This is an optimization exercise on Yosys and OpenROAD, whose aim is small area, a short achievable clock period and few clock cycles, not a production implementation. In this exercise RTL edits were held to simulation tests only and were not proved equivalent to the original. Power is estimated from default activity; no workload was simulated.

==> inputs of job 5035 <==
// LASER
module LASER (
    input        CLK,
    input        RST,
    input  [3:0] X,
    input  [3:0] Y,
    output [3:0] C1X,
    output [3:0] C1Y,
    output [3:0] C2X,
    output [3:0] C2Y,
    output       DONE
);
Settings: LEC_CHECK=0, CAP_MARGIN=20, CORE_MARGIN=2, CORE_UTILIZATION=40, SETUP_SLACK_MARGIN=3.5, SLEW_MARGIN=20; clock period 8.0 ns.
run.sh (not shown) runs the stock make flow with config.mk's settings and CLKGATE_MAP_FILE= SYNTH_SCRIPT=/design/flow/synth_recipe.tcl, a recipe that flattens the netlist after the stock synthesis.
==> job 8718: changes against job 5035 <==
--- a/flow/design.v
+++ b/flow/design.v
@@ -184,33 +184,17 @@
         ftab[6] = (rb == 4'd11) | (rb == 4'd14) | (rb == 4'd15);
         ftab[7] = (rb == 4'd15);
         ftab[8] = (rb == 4'd12);
         ftab[9] = (rb == 4'd8) | (rb == 4'd12) | (rb == 4'd13);
         ftab[10] = (rb == 4'd4) | (rb == 4'd8) | (rb == 4'd9) | (rb == 4'd12) | (rb == 4'd13) | (rb == 4'd14);
         ftab[11] = (rb == 4'd4) | (rb == 4'd5) | (rb == 4'd8) | (rb == 4'd9) | (rb == 4'd10) | (rb == 4'd12) | (rb == 4'd13) | (rb == 4'd14) | (rb == 4'd15);
     end
 endfunction
-wire [15:0] mxo;
-assign mxo[0] = ~gx[3] & ~gx[2] & ~gx[1] & ~gx[0];
-assign mxo[1] = ~gx[3] & ~gx[2] & ~gx[1] & gx[0];
-assign mxo[2] = ~gx[3] & ~gx[2] & gx[1] & ~gx[0];
-assign mxo[3] = ~gx[3] & ~gx[2] & gx[1] & gx[0];
-assign mxo[4] = ~gx[3] & gx[2] & ~gx[1] & ~gx[0];
-assign mxo[5] = ~gx[3] & gx[2] & ~gx[1] & gx[0];
-assign mxo[6] = ~gx[3] & gx[2] & gx[1] & ~gx[0];
-assign mxo[7] = ~gx[3] & gx[2] & gx[1] & gx[0];
-assign mxo[8] = gx[3] & ~gx[2] & ~gx[1] & ~gx[0];
-assign mxo[9] = gx[3] & ~gx[2] & ~gx[1] & gx[0];
-assign mxo[10] = gx[3] & ~gx[2] & gx[1] & ~gx[0];
-assign mxo[11] = gx[3] & ~gx[2] & gx[1] & gx[0];
-assign mxo[12] = gx[3] & gx[2] & ~gx[1] & ~gx[0];
-assign mxo[13] = gx[3] & gx[2] & ~gx[1] & gx[0];
-assign mxo[14] = gx[3] & gx[2] & gx[1] & ~gx[0];
-assign mxo[15] = gx[3] & gx[2] & gx[1] & gx[0];
+reg  [15:0] mxo;      
 wire e0 = pk[0];
 wire [3:0] A0 = {e0 & px[0][3] & px[0][2], e0 & px[0][3] & ~px[0][2], e0 & ~px[0][3] & px[0][2], e0 & ~px[0][3] & ~px[0][2]};
 wire [11:0] F0 = ftab({pr[0], px[0][1:0]});
 wire m0_0 = A0[0] & F0[0] | A0[1] & F0[8];
 wire m0_1 = A0[0] & F0[1] | A0[1] & F0[9];
 wire m0_2 = A0[0] & F0[2] | A0[1] & F0[10];
 wire m0_3 = A0[0] & F0[3] | A0[1] & F0[11];
 wire m0_4 = A0[1] & F0[0] | A0[0] & F0[4] | A0[2] & F0[8];
@@ -2491,75 +2475,84 @@
     col15_61r <= col15_51;
     col15_62r <= col15_48;
     col15_63r <= col15_50;
     col15_64r <= col15_52;
     col15_65r <= col15_53;
     col15_66r <= col15_42;
     col15_67r <= col15_54;
 end
-reg [5:0] cnt_r [0:15];
-always @(posedge CLK) begin
-    cnt_r[0] <= col0;
-    cnt_r[1] <= col1;
-    cnt_r[2] <= col2;
-    cnt_r[3] <= col3;
-    cnt_r[4] <= col4;
-    cnt_r[5] <= col5;
-    cnt_r[6] <= col6;
-    cnt_r[7] <= col7;
-    cnt_r[8] <= col8;
-    cnt_r[9] <= col9;
-    cnt_r[10] <= col10;
-    cnt_r[11] <= col11;
-    cnt_r[12] <= col12;
-    cnt_r[13] <= col13;
-    cnt_r[14] <= col14;
-    cnt_r[15] <= col15;
-end
+reg  [4:0] rowC;       
 reg  [4:0] rowA;       
 reg  [4:0] rowB;       
 reg        mact;       
 reg        mfst;       
 reg        lmrg;       
+wire oddC = rowC[0];
 wire oddA = rowA[0];
 wire oddB = rowB[0];
+wire [5:0] cs [0:15];
 reg  [5:0] l1c [0:7];  reg [0:0] l1x [0:7];
+reg  [5:0] q1c [0:7];  reg [0:0] q1x [0:7];
 reg  [5:0] l2c [0:3];  reg [1:0] l2x [0:3];
-reg  [5:0] q2c [0:3];  reg [1:0] q2x [0:3];
 reg  [5:0] l3c [0:1];  reg [2:0] l3x [0:1];
+reg  [5:0] q3c [0:1];  reg [2:0] q3x [0:1];
 reg  [5:0] rc;         reg [3:0] rx;
 reg        t1, t2, t3, t4;
+assign cs[0] = col0;
+assign cs[1] = col1;
+assign cs[2] = col2;
+assign cs[3] = col3;
+assign cs[4] = col4;
+assign cs[5] = col5;
+assign cs[6] = col6;
+assign cs[7] = col7;
+assign cs[8] = col8;
+assign cs[9] = col9;
+assign cs[10] = col10;
+assign cs[11] = col11;
+assign cs[12] = col12;
+assign cs[13] = col13;
+assign cs[14] = col14;
+assign cs[15] = col15;
 always @(*) begin
     for (i = 0; i < 8; i = i + 1) begin
-        t1 = oddA ? (cnt_r[2*i+1] > cnt_r[2*i]) : (cnt_r[2*i+1] >= cnt_r[2*i]);
-        l1c[i] = t1 ? cnt_r[2*i+1] : cnt_r[2*i];
+        t1 = oddC ? (cs[2*i+1] > cs[2*i]) : (cs[2*i+1] >= cs[2*i]);
+        l1c[i] = t1 ? cs[2*i+1] : cs[2*i];
         l1x[i] = t1;
     end
-    for (i = 0; i < 4; i = i + 1) begin
-        t2 = oddA ? (l1c[2*i+1] > l1c[2*i]) : (l1c[2*i+1] >= l1c[2*i]);
-        l2c[i] = t2 ? l1c[2*i+1] : l1c[2*i];
-        l2x[i] = t2 ? {1'b1, l1x[2*i+1]} : {1'b0, l1x[2*i]};
-    end
 end
 always @(posedge CLK) begin
-    for (i = 0; i < 4; i = i + 1) begin
-        q2c[i] <= l2c[i];
-        q2x[i] <= l2x[i];
+    for (i = 0; i < 8; i = i + 1) begin
+        q1c[i] <= l1c[i];
+        q1x[i] <= l1x[i];
     end
 end
 always @(*) begin
+    for (i = 0; i < 4; i = i + 1) begin
+        t2 = oddA ? (q1c[2*i+1] > q1c[2*i]) : (q1c[2*i+1] >= q1c[2*i]);
+        l2c[i] = t2 ? q1c[2*i+1] : q1c[2*i];
+        l2x[i] = t2 ? {1'b1, q1x[2*i+1]} : {1'b0, q1x[2*i]};
+    end
     for (i = 0; i < 2; i = i + 1) begin
-        t3 = oddB ? (q2c[2*i+1] > q2c[2*i]) : (q2c[2*i+1] >= q2c[2*i]);
-        l3c[i] = t3 ? q2c[2*i+1] : q2c[2*i];
-        l3x[i] = t3 ? {1'b1, q2x[2*i+1]} : {1'b0, q2x[2*i]};
+        t3 = oddA ? (l2c[2*i+1] > l2c[2*i]) : (l2c[2*i+1] >= l2c[2*i]);
+        l3c[i] = t3 ? l2c[2*i+1] : l2c[2*i];
+        l3x[i] = t3 ? {1'b1, l2x[2*i+1]} : {1'b0, l2x[2*i]};
     end
-    t4 = oddB ? (l3c[1] > l3c[0]) : (l3c[1] >= l3c[0]);
-    rc = t4 ? l3c[1] : l3c[0];
-    rx = t4 ? {1'b1, l3x[1]} : {1'b0, l3x[0]};
+end
+always @(posedge CLK) begin
+    for (i = 0; i < 2; i = i + 1) begin
+        q3c[i] <= l3c[i];
+        q3x[i] <= l3x[i];
+    end
+end
+always @(*) begin
+    t4 = oddB ? (q3c[1] > q3c[0]) : (q3c[1] >= q3c[0]);
+    rc = t4 ? q3c[1] : q3c[0];
+    rx = t4 ? {1'b1, q3x[1]} : {1'b0, q3x[0]};
 end
 wire mwin = mact && (mfst || rc >= best);
 reg        run_nx, rd_nx, prev_nx, done_nx;
 reg  [4:0] ph_nx;
 always @(*) begin
     run_nx  = 1'b0;
     rd_nx   = 1'b0;
     prev_nx = 1'b0;
@@ -2582,22 +2575,24 @@
             end
         end
         default: ;
     endcase
 end
 wire nrow = run_nx && !rd_nx;
 always @(posedge CLK or posedge RST) begin
     if (RST) begin
+        rowC <= 5'd0;
         rowA <= 5'd0;
         rowB <= 5'd0;
         mact <= 1'b0;
         mfst <= 1'b0;
         lmrg <= 1'b0;
     end else begin
+        rowC <= (ph_nx >= 5'd2) ? ph_nx - 5'd2 : ph_nx + 5'd15;
         rowA <= (ph_nx >= 5'd3) ? ph_nx - 5'd3 : ph_nx + 5'd14;
         rowB <= (ph_nx >= 5'd4) ? ph_nx - 5'd4 : ph_nx + 5'd13;
         mact <= nrow && (ph_nx >= 5'd4 || (prev_nx && ph_nx <= 5'd2));
         mfst <= nrow && ph_nx == 5'd4;
         lmrg <= nrow && ph_nx == 5'd15;
     end
 end
 wire [3:0] mx_d = mwin ? rx : mx;
@@ -2725,16 +2720,18 @@
     end
     if (mwin) begin
         best <= rc;
         mx   <= rx;
         my   <= rowB[3:0];
     end
     cy <= rd_nx ? my : lmrg ? my_d : ph_nx[3:0];
     if (rd_nx) begin
-        gx <= mx;
-        gy <= my;
+        gx  <= mx;
+        gy  <= my;
+        mxo <= 16'd1 << mx;
     end else if (lmrg) begin
-        gx <= mx_d;
-        gy <= my_d;
+        gx  <= mx_d;
+        gy  <= my_d;
+        mxo <= 16'd1 << mx_d;
     end
 end
 endmodule
- CORE_UTILIZATION: 40 -> 55
==> job 9889: changes against job 5035 <==
--- a/flow/design.v
+++ b/flow/design.v
@@ -184,33 +184,17 @@
         ftab[6] = (rb == 4'd11) | (rb == 4'd14) | (rb == 4'd15);
         ftab[7] = (rb == 4'd15);
         ftab[8] = (rb == 4'd12);
         ftab[9] = (rb == 4'd8) | (rb == 4'd12) | (rb == 4'd13);
         ftab[10] = (rb == 4'd4) | (rb == 4'd8) | (rb == 4'd9) | (rb == 4'd12) | (rb == 4'd13) | (rb == 4'd14);
         ftab[11] = (rb == 4'd4) | (rb == 4'd5) | (rb == 4'd8) | (rb == 4'd9) | (rb == 4'd10) | (rb == 4'd12) | (rb == 4'd13) | (rb == 4'd14) | (rb == 4'd15);
     end
 endfunction
-wire [15:0] mxo;
-assign mxo[0] = ~gx[3] & ~gx[2] & ~gx[1] & ~gx[0];
-assign mxo[1] = ~gx[3] & ~gx[2] & ~gx[1] & gx[0];
-assign mxo[2] = ~gx[3] & ~gx[2] & gx[1] & ~gx[0];
-assign mxo[3] = ~gx[3] & ~gx[2] & gx[1] & gx[0];
-assign mxo[4] = ~gx[3] & gx[2] & ~gx[1] & ~gx[0];
-assign mxo[5] = ~gx[3] & gx[2] & ~gx[1] & gx[0];
-assign mxo[6] = ~gx[3] & gx[2] & gx[1] & ~gx[0];
-assign mxo[7] = ~gx[3] & gx[2] & gx[1] & gx[0];
-assign mxo[8] = gx[3] & ~gx[2] & ~gx[1] & ~gx[0];
-assign mxo[9] = gx[3] & ~gx[2] & ~gx[1] & gx[0];
-assign mxo[10] = gx[3] & ~gx[2] & gx[1] & ~gx[0];
-assign mxo[11] = gx[3] & ~gx[2] & gx[1] & gx[0];
-assign mxo[12] = gx[3] & gx[2] & ~gx[1] & ~gx[0];
-assign mxo[13] = gx[3] & gx[2] & ~gx[1] & gx[0];
-assign mxo[14] = gx[3] & gx[2] & gx[1] & ~gx[0];
-assign mxo[15] = gx[3] & gx[2] & gx[1] & gx[0];
+reg  [15:0] mxo;      
 wire e0 = pk[0];
 wire [3:0] A0 = {e0 & px[0][3] & px[0][2], e0 & px[0][3] & ~px[0][2], e0 & ~px[0][3] & px[0][2], e0 & ~px[0][3] & ~px[0][2]};
 wire [11:0] F0 = ftab({pr[0], px[0][1:0]});
 wire m0_0 = A0[0] & F0[0] | A0[1] & F0[8];
 wire m0_1 = A0[0] & F0[1] | A0[1] & F0[9];
 wire m0_2 = A0[0] & F0[2] | A0[1] & F0[10];
 wire m0_3 = A0[0] & F0[3] | A0[1] & F0[11];
 wire m0_4 = A0[1] & F0[0] | A0[0] & F0[4] | A0[2] & F0[8];
@@ -2491,75 +2475,84 @@
     col15_61r <= col15_51;
     col15_62r <= col15_48;
     col15_63r <= col15_50;
     col15_64r <= col15_52;
     col15_65r <= col15_53;
     col15_66r <= col15_42;
     col15_67r <= col15_54;
 end
-reg [5:0] cnt_r [0:15];
-always @(posedge CLK) begin
-    cnt_r[0] <= col0;
-    cnt_r[1] <= col1;
-    cnt_r[2] <= col2;
-    cnt_r[3] <= col3;
-    cnt_r[4] <= col4;
-    cnt_r[5] <= col5;
-    cnt_r[6] <= col6;
-    cnt_r[7] <= col7;
-    cnt_r[8] <= col8;
-    cnt_r[9] <= col9;
-    cnt_r[10] <= col10;
-    cnt_r[11] <= col11;
-    cnt_r[12] <= col12;
-    cnt_r[13] <= col13;
-    cnt_r[14] <= col14;
-    cnt_r[15] <= col15;
-end
+reg  [4:0] rowC;       
 reg  [4:0] rowA;       
 reg  [4:0] rowB;       
 reg        mact;       
 reg        mfst;       
 reg        lmrg;       
+wire oddC = rowC[0];
 wire oddA = rowA[0];
 wire oddB = rowB[0];
+wire [5:0] cs [0:15];
 reg  [5:0] l1c [0:7];  reg [0:0] l1x [0:7];
+reg  [5:0] q1c [0:7];  reg [0:0] q1x [0:7];
 reg  [5:0] l2c [0:3];  reg [1:0] l2x [0:3];
-reg  [5:0] q2c [0:3];  reg [1:0] q2x [0:3];
 reg  [5:0] l3c [0:1];  reg [2:0] l3x [0:1];
+reg  [5:0] q3c [0:1];  reg [2:0] q3x [0:1];
 reg  [5:0] rc;         reg [3:0] rx;
 reg        t1, t2, t3, t4;
+assign cs[0] = col0;
+assign cs[1] = col1;
+assign cs[2] = col2;
+assign cs[3] = col3;
+assign cs[4] = col4;
+assign cs[5] = col5;
+assign cs[6] = col6;
+assign cs[7] = col7;
+assign cs[8] = col8;
+assign cs[9] = col9;
+assign cs[10] = col10;
+assign cs[11] = col11;
+assign cs[12] = col12;
+assign cs[13] = col13;
+assign cs[14] = col14;
+assign cs[15] = col15;
 always @(*) begin
     for (i = 0; i < 8; i = i + 1) begin
-        t1 = oddA ? (cnt_r[2*i+1] > cnt_r[2*i]) : (cnt_r[2*i+1] >= cnt_r[2*i]);
-        l1c[i] = t1 ? cnt_r[2*i+1] : cnt_r[2*i];
+        t1 = oddC ? (cs[2*i+1] > cs[2*i]) : (cs[2*i+1] >= cs[2*i]);
+        l1c[i] = t1 ? cs[2*i+1] : cs[2*i];
         l1x[i] = t1;
     end
-    for (i = 0; i < 4; i = i + 1) begin
-        t2 = oddA ? (l1c[2*i+1] > l1c[2*i]) : (l1c[2*i+1] >= l1c[2*i]);
-        l2c[i] = t2 ? l1c[2*i+1] : l1c[2*i];
-        l2x[i] = t2 ? {1'b1, l1x[2*i+1]} : {1'b0, l1x[2*i]};
-    end
 end
 always @(posedge CLK) begin
-    for (i = 0; i < 4; i = i + 1) begin
-        q2c[i] <= l2c[i];
-        q2x[i] <= l2x[i];
+    for (i = 0; i < 8; i = i + 1) begin
+        q1c[i] <= l1c[i];
+        q1x[i] <= l1x[i];
     end
 end
 always @(*) begin
+    for (i = 0; i < 4; i = i + 1) begin
+        t2 = oddA ? (q1c[2*i+1] > q1c[2*i]) : (q1c[2*i+1] >= q1c[2*i]);
+        l2c[i] = t2 ? q1c[2*i+1] : q1c[2*i];
+        l2x[i] = t2 ? {1'b1, q1x[2*i+1]} : {1'b0, q1x[2*i]};
+    end
     for (i = 0; i < 2; i = i + 1) begin
-        t3 = oddB ? (q2c[2*i+1] > q2c[2*i]) : (q2c[2*i+1] >= q2c[2*i]);
-        l3c[i] = t3 ? q2c[2*i+1] : q2c[2*i];
-        l3x[i] = t3 ? {1'b1, q2x[2*i+1]} : {1'b0, q2x[2*i]};
+        t3 = oddA ? (l2c[2*i+1] > l2c[2*i]) : (l2c[2*i+1] >= l2c[2*i]);
+        l3c[i] = t3 ? l2c[2*i+1] : l2c[2*i];
+        l3x[i] = t3 ? {1'b1, l2x[2*i+1]} : {1'b0, l2x[2*i]};
     end
-    t4 = oddB ? (l3c[1] > l3c[0]) : (l3c[1] >= l3c[0]);
-    rc = t4 ? l3c[1] : l3c[0];
-    rx = t4 ? {1'b1, l3x[1]} : {1'b0, l3x[0]};
+end
+always @(posedge CLK) begin
+    for (i = 0; i < 2; i = i + 1) begin
+        q3c[i] <= l3c[i];
+        q3x[i] <= l3x[i];
+    end
+end
+always @(*) begin
+    t4 = oddB ? (q3c[1] > q3c[0]) : (q3c[1] >= q3c[0]);
+    rc = t4 ? q3c[1] : q3c[0];
+    rx = t4 ? {1'b1, q3x[1]} : {1'b0, q3x[0]};
 end
 wire mwin = mact && (mfst || rc >= best);
 reg        run_nx, rd_nx, prev_nx, done_nx;
 reg  [4:0] ph_nx;
 always @(*) begin
     run_nx  = 1'b0;
     rd_nx   = 1'b0;
     prev_nx = 1'b0;
@@ -2582,22 +2575,24 @@
             end
         end
         default: ;
     endcase
 end
 wire nrow = run_nx && !rd_nx;
 always @(posedge CLK or posedge RST) begin
     if (RST) begin
+        rowC <= 5'd0;
         rowA <= 5'd0;
         rowB <= 5'd0;
         mact <= 1'b0;
         mfst <= 1'b0;
         lmrg <= 1'b0;
     end else begin
+        rowC <= (ph_nx >= 5'd2) ? ph_nx - 5'd2 : ph_nx + 5'd15;
         rowA <= (ph_nx >= 5'd3) ? ph_nx - 5'd3 : ph_nx + 5'd14;
         rowB <= (ph_nx >= 5'd4) ? ph_nx - 5'd4 : ph_nx + 5'd13;
         mact <= nrow && (ph_nx >= 5'd4 || (prev_nx && ph_nx <= 5'd2));
         mfst <= nrow && ph_nx == 5'd4;
         lmrg <= nrow && ph_nx == 5'd15;
     end
 end
 wire [3:0] mx_d = mwin ? rx : mx;
@@ -2725,16 +2720,18 @@
     end
     if (mwin) begin
         best <= rc;
         mx   <= rx;
         my   <= rowB[3:0];
     end
     cy <= rd_nx ? my : lmrg ? my_d : ph_nx[3:0];
     if (rd_nx) begin
-        gx <= mx;
-        gy <= my;
+        gx  <= mx;
+        gy  <= my;
+        mxo <= 16'd1 << mx;
     end else if (lmrg) begin
-        gx <= mx_d;
-        gy <= my_d;
+        gx  <= mx_d;
+        gy  <= my_d;
+        mxo <= 16'd1 << mx_d;
     end
 end
 endmodule
==> comparison table <==
Number of well-tap cells placed: job 8718 1,930; job 5035 2,656; job 9889 2,688
M1 GR Usage: job 8718 60.3%; job 5035 46.8%; job 9889 46.2%
Overall power: job 8718 0.0169 W; job 5035 0.0165 W; job 9889 0.0172 W
Post-route cell area: job 8718 86,200 sq um; job 5035 86,400 sq um; job 9889 87,500 sq um
Max Freq: job 8718 0.230 GHz; job 5035 0.205 GHz; job 9889 0.228 GHz
Setup repair after global routing missed its margin: job 8718 false; job 5035 true; job 9889 false
Fraction of standard cell area that is sequential: job 8718 20.2%; job 5035 20.8%; job 9889 19.9%
Count of warnings emitted by yosys: job 8718 16; job 5035 15; job 9889 16
Fillers: job 8718 13,600; job 5035 19,800; job 9889 20,400
Run status: job 8718 no timing/DRC/antenna violations; job 5035 no timing/DRC/antenna violations; job 9889 no timing/DRC/antenna violations
Sequential area share after synthesis: job 8718 21.3%; job 5035 22.4%; job 9889 21.3%
Group drawing the most power: job 8718 combinational cells; job 5035 sequential cells; job 9889 combinational cells
Post-CTS setup buffer count: job 8718 2; job 5035 22; job 9889 0
Non-clk invs: job 8718 970; job 5035 950; job 9889 970
Synth top area share: job 8718 19.3%; job 5035 21.0%; job 9889 19.3%
Net load switching power: job 8718 0.00657 W; job 5035 0.00629 W; job 9889 0.00670 W
Clock Network Area Fraction: job 8718 4.11%; job 5035 4.30%; job 9889 4.45%
Die area: job 8718 152,000 sq um; job 5035 205,000 sq um; job 9889 208,000 sq um
Testbench counts of job 5035, summed over its fixed seeds: cycles 16,723.
Testbench counts of job 8718, summed over its fixed seeds: cycles 16,723.
Testbench counts of job 9889, summed over its fixed seeds: cycles 16,723.

-- static timing again, ports no longer ideal --
Ports are ideal in the flow. The routed layouts listed here were re-timed in OpenROAD. Step 1, drivers: a clkbuf_16 drives CLK and a buf_2 each remaining input, both assumed. Step 2 times the ports against the registers' clock, not the clock port: input delays grow and output delays shrink by t, the midpoint of the rising clock arrivals with the driver on. Three values: ideal, step 1, step 2; two values: the first two.
| run | t, ns | setup WS [ns] | worst hold slack (ns) | worst setup path at the end |
|---|---|---|---|---|
| job 5035 | 0.865 | 3.121 / 3.121 / 3.121 | 0.356 / 0.356 / 0.356 | register to register |
| job 8718 | 0.824 | 3.650 / 3.650 / 3.650 | 0.356 / 0.356 / 0.356 | register to register |
| job 9889 | 0.865 | 3.618 / 3.618 / 3.618 | 0.343 / 0.343 / 0.343 | register to register |
After both steps every run listed still meets setup and hold.
